Context: an optimization exercise on an open-source flow, tuned for small area. The choices shown serve that exercise and are no tape-out recipe. The RTL was checked by simulation tests, not by an equivalence proof against the original design. The clock port is modelled as an ideal driver; clocking choices that lean on that would not hold on a real chip. No activity file was given, so power comes from the tool's default toggle rates.

## final_project
module final_project(clk, rst, a_in, sw, HEX3, HEX2, HEX1, btn2, btn1, btn0, HEX0, led);
clock: 8.0 ns
lec_check: 0
cap_margin: 20
core_margin: 2
core_utilization: 40
slew_margin: 20
standard.sh (not shown) runs the stock make flow with config.mk's settings and CLKGATE_MAP_FILE= SYNTH_SCRIPT=/design/flow/synth_recipe.tcl, a recipe that flattens the netlist after the stock synthesis.
==> flow/flow/run.sh <==
#!/bin/bash
# The standard layout, except:
#  - ABC maps the logic with flow/abc.script.in or flow/abc2.script.in (area-oriented)
#    instead of ORFS's script: both with 101 seeds are tried stand-alone (flow/abc_try.sh),
#    the best 4 rerun in yosys and the smallest result kept (flow/abc_override.tcl),
#  - no adder extraction (ABC maps the adders with the rest of the logic),
#  - each port gets a sky130_fd_sc_hd__buf_1 as its port buffer,
#  - the clock tree is built without dummy loads, in clusters of up to 50 sinks,
#    and its buffers are then shrunk while the clock slew stays low (flow/resize_cts.tcl).
set -euo pipefail
W=$PWD
export MY_ABC_SCRIPTS="$W/flow/abc.script.in $W/flow/abc2.script.in"
export MY_ABC_CANDIDATES="$(for k in 0 1; do for s in $(seq 0 100); do printf '%s:%s ' $k $s; done; done)"
export MY_ABC_TRY=$W/flow/abc_try.sh
export MY_ABC_DIR=$W
cat flow/abc_override.tcl synth_recipe.tcl > my_synth.tcl
sed "s#SYNTH_SCRIPT=[^ ]*#SYNTH_SCRIPT=$W/my_synth.tcl#" standard.sh > my_standard.sh
export CTS_ARGS="-sink_clustering_enable -repair_clock_nets -sink_clustering_size 50 -sink_clustering_max_diameter 500 -buf_list sky130_fd_sc_hd__clkbuf_8 -root_buf sky130_fd_sc_hd__clkbuf_8 -dont_use_dummy_load"
export POST_CTS_TCL=$W/flow/resize_cts.tcl
export BUFFER_PORTS_ARGS="-buffer_cell sky130_fd_sc_hd__buf_1"
bash my_standard.sh ADDER_MAP_FILE= finish > make_finish.log 2>&1
Other scripts of this flow, unchanged in this note and not shown: flow/flow/abc.script.in, flow/flow/abc2.script.in, flow/flow/abc_override.tcl, flow/flow/abc_try.sh, flow/flow/resize_cts.tcl
The starting point passed the timing, DRC and antenna checks.
Then changed:
--- a/flow/design.v
+++ b/flow/design.v
@@ -55,33 +55,37 @@
 	assign HEX0[5] = (d0[3] & d0[2] & ~d0[0]) | (~d0[3] & ~d0[2] & d0[0]) | (~d0[3] & ~d0[2] & d0[1]);
 	assign HEX0[6] = (~d0[3] & ~d0[2] & ~d0[1]) | (~d0[3] & d0[2] & d0[1] & d0[0]);
 	assign HEX0[7] = (~d0[3]) | (~d0[0]) | (~d0[2] & ~d0[1]);
 	wire big = a_in[3] & (a_in[2] | a_in[1]);
 	wire ld3 = sw[3] & ~big;
 	wire [3:0] fa = fix(a_in);
 	wire [3:0] h3 = ld3   ? a_in : d3;
 	wire [3:0] h2 = sw[2] ? fa : d2;
 	wire [3:0] h1 = sw[1] ? fa : d1;
 	wire [3:0] h0 = sw[0] ? fa : d0;
 	wire guess = sw[5] & ~c;
 	wire s = guess & ~sw[4];
-	wire e3 = h3 == 4'd1;
-	wire e2 = h2 == 4'd2;
-	wire e1 = h1 == 4'd3;
-	wire e0 = h0 == 4'd4;
+	wire e3 = (~h3[3] & ~h3[2] & ~h3[1] & h3[0]);
+	wire e2 = (~h2[3] & ~h2[2] & h2[1] & ~h2[0]);
+	wire e1 = (~h1[3] & ~h1[2] & h1[1] & h1[0]);
+	wire e0 = (h0[2] & ~h0[1] & ~h0[0]);
+	wire x3 = (~h3[3] & ~h3[2] & h3[1]) | (h3[2] & ~h3[1] & ~h3[0]);
+	wire x2 = (~h2[3] & ~h2[2] & h2[0]) | (h2[2] & ~h2[1] & ~h2[0]);
+	wire x1 = (~h1[3] & ~h1[2] & h1[0]) | (~h1[3] & ~h1[2] & h1[1]) | (h1[2] & ~h1[1] & ~h1[0]);
+	wire x0 = (~h0[3] & ~h0[2] & h0[0]) | (~h0[3] & ~h0[2] & h0[1]);
 	wire nob = ~(e3 | e2 | e1 | e0);
-	wire c3 = nob & (h3 == 4'd2 || h3 == 4'd3 || h3 == 4'd4);
-	wire c2 = nob & (h2 == 4'd1 || h2 == 4'd3 || h2 == 4'd4);
-	wire c1 = nob & (h1 == 4'd1 || h1 == 4'd2 || h1 == 4'd4);
-	wire c0 = nob & (h0 == 4'd1 || h0 == 4'd2 || h0 == 4'd3);
+	wire c3 = nob & x3;
+	wire c2 = nob & x2;
+	wire c1 = nob & x1;
+	wire c0 = nob & x0;
 	wire [2:0] nb = s ? {2'b0, e3} + {2'b0, e2} + {2'b0, e1} + {2'b0, e0} : 3'd0;
 	wire [2:0] nw = s ? {2'b0, c3} + {2'b0, c2} + {2'b0, c1} + {2'b0, c0} : 3'd0;
 	wire clr = rst | sw[4];
 	wire [3:0] nj = j + {1'b0, nb};
 	wire [3:0] ni = i + {1'b0, nw};
 	wire good = s & (nj == 4'd4);
 	wire res = guess & ~good;
 	wire lo = (n[9:4] == 6'd0);
 	wire [9:0] hit;
 	genvar k;
 	generate for (k = 0; k < 10; k = k + 1) begin : g_hit
 		assign hit[k] = lo & (n[3:0] == k);
Outcome: Die area decreases slightly; synthesized cell count falls by a few percent; via count goes down by a few percent; cell count drops slightly; setup slack improved by 0.51 ns; first-iteration DRC count falls by well over a third; clock skew hardly moves; routed wire length is lower by a little under a tenth; power rises by a few percent; cell area went down slightly; synthesized area came out lower slightly; non-clock buffer count stays the same.

## afterwards: timing with drivers on the ports
No port has a modelled driver above. Below, the same layouts with a new extraction and two added sets of constraints. Step 1 assumes that a clkbuf_16 drives the clock port and a buf_2 every other input. Step 2, shift: input delay + t, output delay - t, t = (earliest + latest rising clock arrival at the registers) / 2. This alone moves slack from input paths to output paths. a / b / c = ideal / step 1 / step 2; a / b = the first two.
run | t (ns) | setup WS [ns] | hold slack, ns | worst setup path at the end | slew at the worst register clock pin (ns)
the first run | 0.536 | 1.717 / 1.718 / 1.182 | 0.470 / 0.470 / 0.470 | input to register | 0.11 / 0.11
the second run | 0.523 | 2.232 / 2.236 / 1.713 | 0.476 / 0.476 / 0.476 | input to register | 0.10 / 0.10
After both steps setup and hold are still met in every run listed. The setup slack of the first run, which loses most, moves by +0.001 ns with the drivers and by -0.535 ns with both steps.
